This is an optimization exercise on Yosys and OpenROAD, whose aim is small area and a short achievable clock period, not a production implementation. Where RTL was checked, it was by simulation tests only, not by an equivalence proof against the original.

==> flow/design.v <==
module hsv_mulh (input [7:0] a, input [7:0] b, output [7:0] y);
    wire pp0_0 = a[0] & b[0];
    wire pp0_1 = a[0] & b[1];
    wire pp0_2 = a[0] & b[2];
    wire pp0_3 = a[0] & b[3];
    wire pp0_4 = a[0] & b[4];
    wire pp0_5 = a[0] & b[5];
    wire pp0_6 = a[0] & b[6];
    wire pp0_7 = a[0] & b[7];
    wire pp1_0 = a[1] & b[0];
    wire pp1_1 = a[1] & b[1];
    wire pp1_2 = a[1] & b[2];
    wire pp1_3 = a[1] & b[3];
    wire pp1_4 = a[1] & b[4];
    wire pp1_5 = a[1] & b[5];
    wire pp1_6 = a[1] & b[6];
    wire pp1_7 = a[1] & b[7];
    wire pp2_0 = a[2] & b[0];
    wire pp2_1 = a[2] & b[1];
    wire pp2_2 = a[2] & b[2];
    wire pp2_3 = a[2] & b[3];
    wire pp2_4 = a[2] & b[4];
    wire pp2_5 = a[2] & b[5];
    wire pp2_6 = a[2] & b[6];
    wire pp2_7 = a[2] & b[7];
    wire pp3_0 = a[3] & b[0];
    wire pp3_1 = a[3] & b[1];
    wire pp3_2 = a[3] & b[2];
    wire pp3_3 = a[3] & b[3];
    wire pp3_4 = a[3] & b[4];
    wire pp3_5 = a[3] & b[5];
    wire pp3_6 = a[3] & b[6];
    wire pp3_7 = a[3] & b[7];
    wire pp4_0 = a[4] & b[0];
    wire pp4_1 = a[4] & b[1];
    wire pp4_2 = a[4] & b[2];
    wire pp4_3 = a[4] & b[3];
    wire pp4_4 = a[4] & b[4];
    wire pp4_5 = a[4] & b[5];
    wire pp4_6 = a[4] & b[6];
    wire pp4_7 = a[4] & b[7];
    wire pp5_0 = a[5] & b[0];
    wire pp5_1 = a[5] & b[1];
    wire pp5_2 = a[5] & b[2];
    wire pp5_3 = a[5] & b[3];
    wire pp5_4 = a[5] & b[4];
    wire pp5_5 = a[5] & b[5];
    wire pp5_6 = a[5] & b[6];
    wire pp5_7 = a[5] & b[7];
    wire pp6_0 = a[6] & b[0];
    wire pp6_1 = a[6] & b[1];
    wire pp6_2 = a[6] & b[2];
    wire pp6_3 = a[6] & b[3];
    wire pp6_4 = a[6] & b[4];
    wire pp6_5 = a[6] & b[5];
    wire pp6_6 = a[6] & b[6];
    wire pp6_7 = a[6] & b[7];
    wire pp7_0 = a[7] & b[0];
    wire pp7_1 = a[7] & b[1];
    wire pp7_2 = a[7] & b[2];
    wire pp7_3 = a[7] & b[3];
    wire pp7_4 = a[7] & b[4];
    wire pp7_5 = a[7] & b[5];
    wire pp7_6 = a[7] & b[6];
    wire pp7_7 = a[7] & b[7];
    wire t1, t2;
    hsv_ha ht1 (.a(pp0_6), .b(pp1_5), .s(t1), .co(t2));
    wire t3, t4;
    hsv_fa ft3 (.a(pp0_7), .b(pp1_6), .c(pp2_5), .s(t3), .co(t4));
    wire t5, t6;
    hsv_ha ht5 (.a(pp3_4), .b(pp4_3), .s(t5), .co(t6));
    wire t7, t8;
    hsv_fa ft7 (.a(pp1_7), .b(pp2_6), .c(pp3_5), .s(t7), .co(t8));
    wire t9, t10;
    hsv_ha ht9 (.a(pp4_4), .b(pp5_3), .s(t9), .co(t10));
    wire t11, t12;
    hsv_fa ft11 (.a(pp2_7), .b(pp3_6), .c(pp4_5), .s(t11), .co(t12));
    wire t13, t14;
    hsv_ha ht13 (.a(pp0_4), .b(pp1_3), .s(t13), .co(t14));
    wire t15, t16;
    hsv_fa ft15 (.a(pp0_5), .b(pp1_4), .c(pp2_3), .s(t15), .co(t16));
    wire t17, t18;
    hsv_ha ht17 (.a(pp3_2), .b(pp4_1), .s(t17), .co(t18));
    wire t19, t20;
    hsv_fa ft19 (.a(t1), .b(pp2_4), .c(pp3_3), .s(t19), .co(t20));
    wire t21, t22;
    hsv_fa ft21 (.a(pp4_2), .b(pp5_1), .c(pp6_0), .s(t21), .co(t22));
    wire t23, t24;
    hsv_fa ft23 (.a(t2), .b(t3), .c(t5), .s(t23), .co(t24));
    wire t25, t26;
    hsv_fa ft25 (.a(pp5_2), .b(pp6_1), .c(pp7_0), .s(t25), .co(t26));
    wire t27, t28;
    hsv_fa ft27 (.a(t4), .b(t6), .c(t7), .s(t27), .co(t28));
    wire t29, t30;
    hsv_fa ft29 (.a(t9), .b(pp6_2), .c(pp7_1), .s(t29), .co(t30));
    wire t31, t32;
    hsv_fa ft31 (.a(t8), .b(t10), .c(t11), .s(t31), .co(t32));
    wire t33, t34;
    hsv_fa ft33 (.a(pp5_4), .b(pp6_3), .c(pp7_2), .s(t33), .co(t34));
    wire t35, t36;
    hsv_fa ft35 (.a(t12), .b(pp3_7), .c(pp4_6), .s(t35), .co(t36));
    wire t37, t38;
    hsv_fa ft37 (.a(pp5_5), .b(pp6_4), .c(pp7_3), .s(t37), .co(t38));
    wire t39, t40;
    hsv_fa ft39 (.a(pp4_7), .b(pp5_6), .c(pp6_5), .s(t39), .co(t40));
    wire t41, t42;
    hsv_ha ht41 (.a(pp0_3), .b(pp1_2), .s(t41), .co(t42));
    wire t43, t44;
    hsv_fa ft43 (.a(t13), .b(pp2_2), .c(pp3_1), .s(t43), .co(t44));
    wire t45, t46;
    hsv_fa ft45 (.a(t14), .b(t15), .c(t17), .s(t45), .co(t46));
    wire t47, t48;
    hsv_fa ft47 (.a(t16), .b(t18), .c(t19), .s(t47), .co(t48));
    wire t49, t50;
    hsv_fa ft49 (.a(t20), .b(t22), .c(t23), .s(t49), .co(t50));
    wire t51, t52;
    hsv_fa ft51 (.a(t24), .b(t26), .c(t27), .s(t51), .co(t52));
    wire t53, t54;
    hsv_fa ft53 (.a(t28), .b(t30), .c(t31), .s(t53), .co(t54));
    wire t55, t56;
    hsv_fa ft55 (.a(t32), .b(t34), .c(t35), .s(t55), .co(t56));
    wire t57, t58;
    hsv_fa ft57 (.a(t36), .b(t38), .c(t39), .s(t57), .co(t58));
    wire t59, t60;
    hsv_fa ft59 (.a(t40), .b(pp5_7), .c(pp6_6), .s(t59), .co(t60));
    wire t61, t62;
    hsv_ha ht61 (.a(pp0_2), .b(pp1_1), .s(t61), .co(t62));
    wire t63, t64;
    hsv_fa ft63 (.a(t41), .b(pp2_1), .c(pp3_0), .s(t63), .co(t64));
    wire t65, t66;
    hsv_fa ft65 (.a(t42), .b(t43), .c(pp4_0), .s(t65), .co(t66));
    wire t67, t68;
    hsv_fa ft67 (.a(t44), .b(t45), .c(pp5_0), .s(t67), .co(t68));
    wire t69, t70;
    hsv_fa ft69 (.a(t46), .b(t47), .c(t21), .s(t69), .co(t70));
    wire t71, t72;
    hsv_fa ft71 (.a(t48), .b(t49), .c(t25), .s(t71), .co(t72));
    wire t73, t74;
    hsv_fa ft73 (.a(t50), .b(t51), .c(t29), .s(t73), .co(t74));
    wire t75, t76;
    hsv_fa ft75 (.a(t52), .b(t53), .c(t33), .s(t75), .co(t76));
    wire t77, t78;
    hsv_fa ft77 (.a(t54), .b(t55), .c(t37), .s(t77), .co(t78));
    wire t79, t80;
    hsv_fa ft79 (.a(t56), .b(t57), .c(pp7_4), .s(t79), .co(t80));
    wire t81, t82;
    hsv_fa ft81 (.a(t58), .b(t59), .c(pp7_5), .s(t81), .co(t82));
    wire t83, t84;
    hsv_fa ft83 (.a(t60), .b(pp6_7), .c(pp7_6), .s(t83), .co(t84));
    wire [15:0] ra = {1'b0, t84, t82, t80, t78, t76, t74, t72, t70, t68, t66, t64, t62, t61, pp0_1, pp0_0};
    wire [15:0] rb = {1'b0, pp7_7, t83, t81, t79, t77, t75, t73, t71, t69, t67, t65, t63, pp2_0, pp1_0, 1'b0};
    wire [15:0] sum = ra + rb;
    assign y = sum[15:8];
endmodule
module hsv_fa (input a, input b, input c, output s, output co);
    assign s = a ^ b ^ c;
    assign co = (a & b) | (c & (a ^ b));
endmodule
module hsv_ha (input a, input b, output s, output co);
    assign s = a ^ b;
    assign co = a & b;
endmodule
module hsv_hue (input [7:0] h, input [7:0] s, output [2:0] sel, output [7:0] x);
    wire [2:0] region = (h >= 8'd215) ? 3'd5 : (h >= 8'd172) ? 3'd4 :
                        (h >= 8'd129) ? 3'd3 : (h >= 8'd86) ? 3'd2 :
                        (h >= 8'd43) ? 3'd1 : 3'd0;
    wire [6:0] h3 = h[6:0] + {h[5:0], 1'b0};
    wire [6:0] k3 = h3 - {4'd0, region};
    wire even = ~region[0];
    assign x = {k3 ^ {7{even}}, even};
    assign sel = (s == 8'd0) ? 3'd7 : region;
endmodule
module hsv2rgb_pipe (
        input clk,
        input rst_n,
        input in_valid,
        input [7:0] h,
        input [7:0] s,
        input [7:0] v,
        output reg out_valid,
        output reg [7:0] r,
        output reg [7:0] g,
        output reg [7:0] b
    );
    reg vld0, vld1;
    wire [2:0] sel_c;
    wire [7:0] x_c;
    hsv_hue hue (.h(h), .s(s), .sel(sel_c), .x(x_c));
    reg [2:0] sel0;
    reg [7:0] x0, s0, v0;
    wire [7:0] u_c, p_c;
    hsv_mulh mu (.a(s0), .b(x0), .y(u_c));
    hsv_mulh mp (.a(v0), .b(~s0), .y(p_c));
    reg [2:0] sel1;
    reg [7:0] nu1, p1, v1;
    wire [7:0] w_c;
    hsv_mulh mw (.a(v1), .b(nu1), .y(w_c));
    reg [23:0] o;
    always @* begin
        case (sel1)
            3'd0: o = {v1, w_c, p1};
            3'd1: o = {w_c, v1, p1};
            3'd2: o = {p1, v1, w_c};
            3'd3: o = {p1, w_c, v1};
            3'd4: o = {w_c, p1, v1};
            3'd5: o = {v1, p1, w_c};
            default: o = {v1, v1, v1};
        endcase
    end
    always @(posedge clk or negedge rst_n) begin
        if (!rst_n) begin
            vld0 <= 1'b0;
            vld1 <= 1'b0;
            out_valid <= 1'b0;
        end else begin
            vld0 <= in_valid;
            vld1 <= vld0;
            out_valid <= vld1;
        end
    end
    always @(posedge clk) begin
        sel0 <= sel_c;
        x0 <= x_c;
        s0 <= s;
        v0 <= v;
        sel1 <= sel0;
        nu1 <= ~u_c;
        p1 <= p_c;
        v1 <= v0;
        {r, g, b} <= o;
    end
endmodule
Settings: LEC_CHECK=0, CAP_MARGIN=20, CORE_MARGIN=2, CORE_UTILIZATION=40, SLEW_MARGIN=20; clock period 15.0 ns.
standard.sh (not shown) runs the stock make flow with config.mk's settings and CLKGATE_MAP_FILE= SYNTH_SCRIPT=/design/flow/synth_recipe.tcl, a recipe that flattens the netlist after the stock synthesis.
==> flow/flow/run.sh <==
#!/bin/bash
# The standard layout, with plain buffers on the ports instead of the
# delay buffers buffer_ports picks by default.
set -euo pipefail
export BUFFER_PORTS_ARGS="-buffer_cell sky130_fd_sc_hd__buf_2"
bash standard.sh > standard.log 2>&1
Rerun with:
--- a/flow/design.v
+++ b/flow/design.v
@@ -158,19 +158,21 @@
 endmodule
 module hsv_ha (input a, input b, output s, output co);
     assign s = a ^ b;
     assign co = a & b;
 endmodule
-module hsv_hue (input [7:0] h, input [7:0] s, output [2:0] sel, output [7:0] x);
+module hsv_hue0 (input [7:0] h, input [7:0] s, output [2:0] sel, output [6:0] h3);
     wire [2:0] region = (h >= 8'd215) ? 3'd5 : (h >= 8'd172) ? 3'd4 :
                         (h >= 8'd129) ? 3'd3 : (h >= 8'd86) ? 3'd2 :
                         (h >= 8'd43) ? 3'd1 : 3'd0;
-    wire [6:0] h3 = h[6:0] + {h[5:0], 1'b0};
-    wire [6:0] k3 = h3 - {4'd0, region};
-    wire even = ~region[0];
+    assign h3 = h[6:0] + {h[5:0], 1'b0};
+    assign sel = (s == 8'd0) ? 3'd7 : region;
+endmodule
+module hsv_hue1 (input [6:0] h3, input [2:0] sel, output [7:0] x);
+    wire [6:0] k3 = h3 - {4'd0, sel};
+    wire even = ~sel[0];
     assign x = {k3 ^ {7{even}}, even};
-    assign sel = (s == 8'd0) ? 3'd7 : region;
 endmodule
 module hsv2rgb_pipe (
         input clk,
         input rst_n,
         input in_valid,
@@ -182,16 +184,19 @@
         output reg [7:0] g,
         output reg [7:0] b
     );
     reg vld0, vld1;
     wire [2:0] sel_c;
+    wire [6:0] h3_c;
+    hsv_hue0 hue0 (.h(h), .s(s), .sel(sel_c), .h3(h3_c));
+    reg [2:0] sel0;
+    reg [6:0] h30;
+    reg [7:0] s0, v0;
     wire [7:0] x_c;
-    hsv_hue hue (.h(h), .s(s), .sel(sel_c), .x(x_c));
-    reg [2:0] sel0;
-    reg [7:0] x0, s0, v0;
+    hsv_hue1 hue1 (.h3(h30), .sel(sel0), .x(x_c));
     wire [7:0] u_c, p_c;
-    hsv_mulh mu (.a(s0), .b(x0), .y(u_c));
+    hsv_mulh mu (.a(s0), .b(x_c), .y(u_c));
     hsv_mulh mp (.a(v0), .b(~s0), .y(p_c));
     reg [2:0] sel1;
     reg [7:0] nu1, p1, v1;
     wire [7:0] w_c;
     hsv_mulh mw (.a(v1), .b(nu1), .y(w_c));
@@ -218,11 +223,11 @@
             out_valid <= vld1;
         end
     end
     always @(posedge clk) begin
         sel0 <= sel_c;
-        x0 <= x_c;
+        h30 <= h3_c;
         s0 <= s;
         v0 <= v;
         sel1 <= sel0;
         nu1 <= ~u_c;
         p1 <= p_c;
Hold slack improved by 16 ps. Clock skew stays flat. First-iteration DRC count went up by about 1%. Area after synthesis went up by about 1.1%. Synthesized cell count went down by about 1.4%. Die area went up by 1.1%.
No functional check of the RTL was part of the second run of this note.

==> separate check: timing with driven ports <==
Ports are ideal in the flow. The routed layouts listed here were re-timed in OpenROAD.
Step 1 (the two cells are an assumption about what drives the block):
set clk [get_ports {clk}]
set_driving_cell -lib_cell sky130_fd_sc_hd__clkbuf_16 $clk
set_driving_cell -lib_cell sky130_fd_sc_hd__buf_2 [delete_from_list [all_inputs] $clk]
Step 2 times the ports against the registers' clock, not the clock port: input delays grow and output delays shrink by t, the midpoint of the rising clock arrivals with the driver on.
Slacks: no drivers / after step 1 / after step 2; pairs: no drivers / after step 1.
run	t (ns)	setup slack, ns	worst register clock-pin slew, ns	cell pins on the clock port's net
the first run	0.383	9.513 / 9.539 / 9.156	0.07 / 0.07	1
the second run	0.388	8.859 / 8.859 / 8.859	0.07 / 0.07	1
After both steps every run listed still meets setup and hold. The setup slack of the first run, which loses most, moves by +0.026 ns with the drivers and by -0.357 ns with both steps.
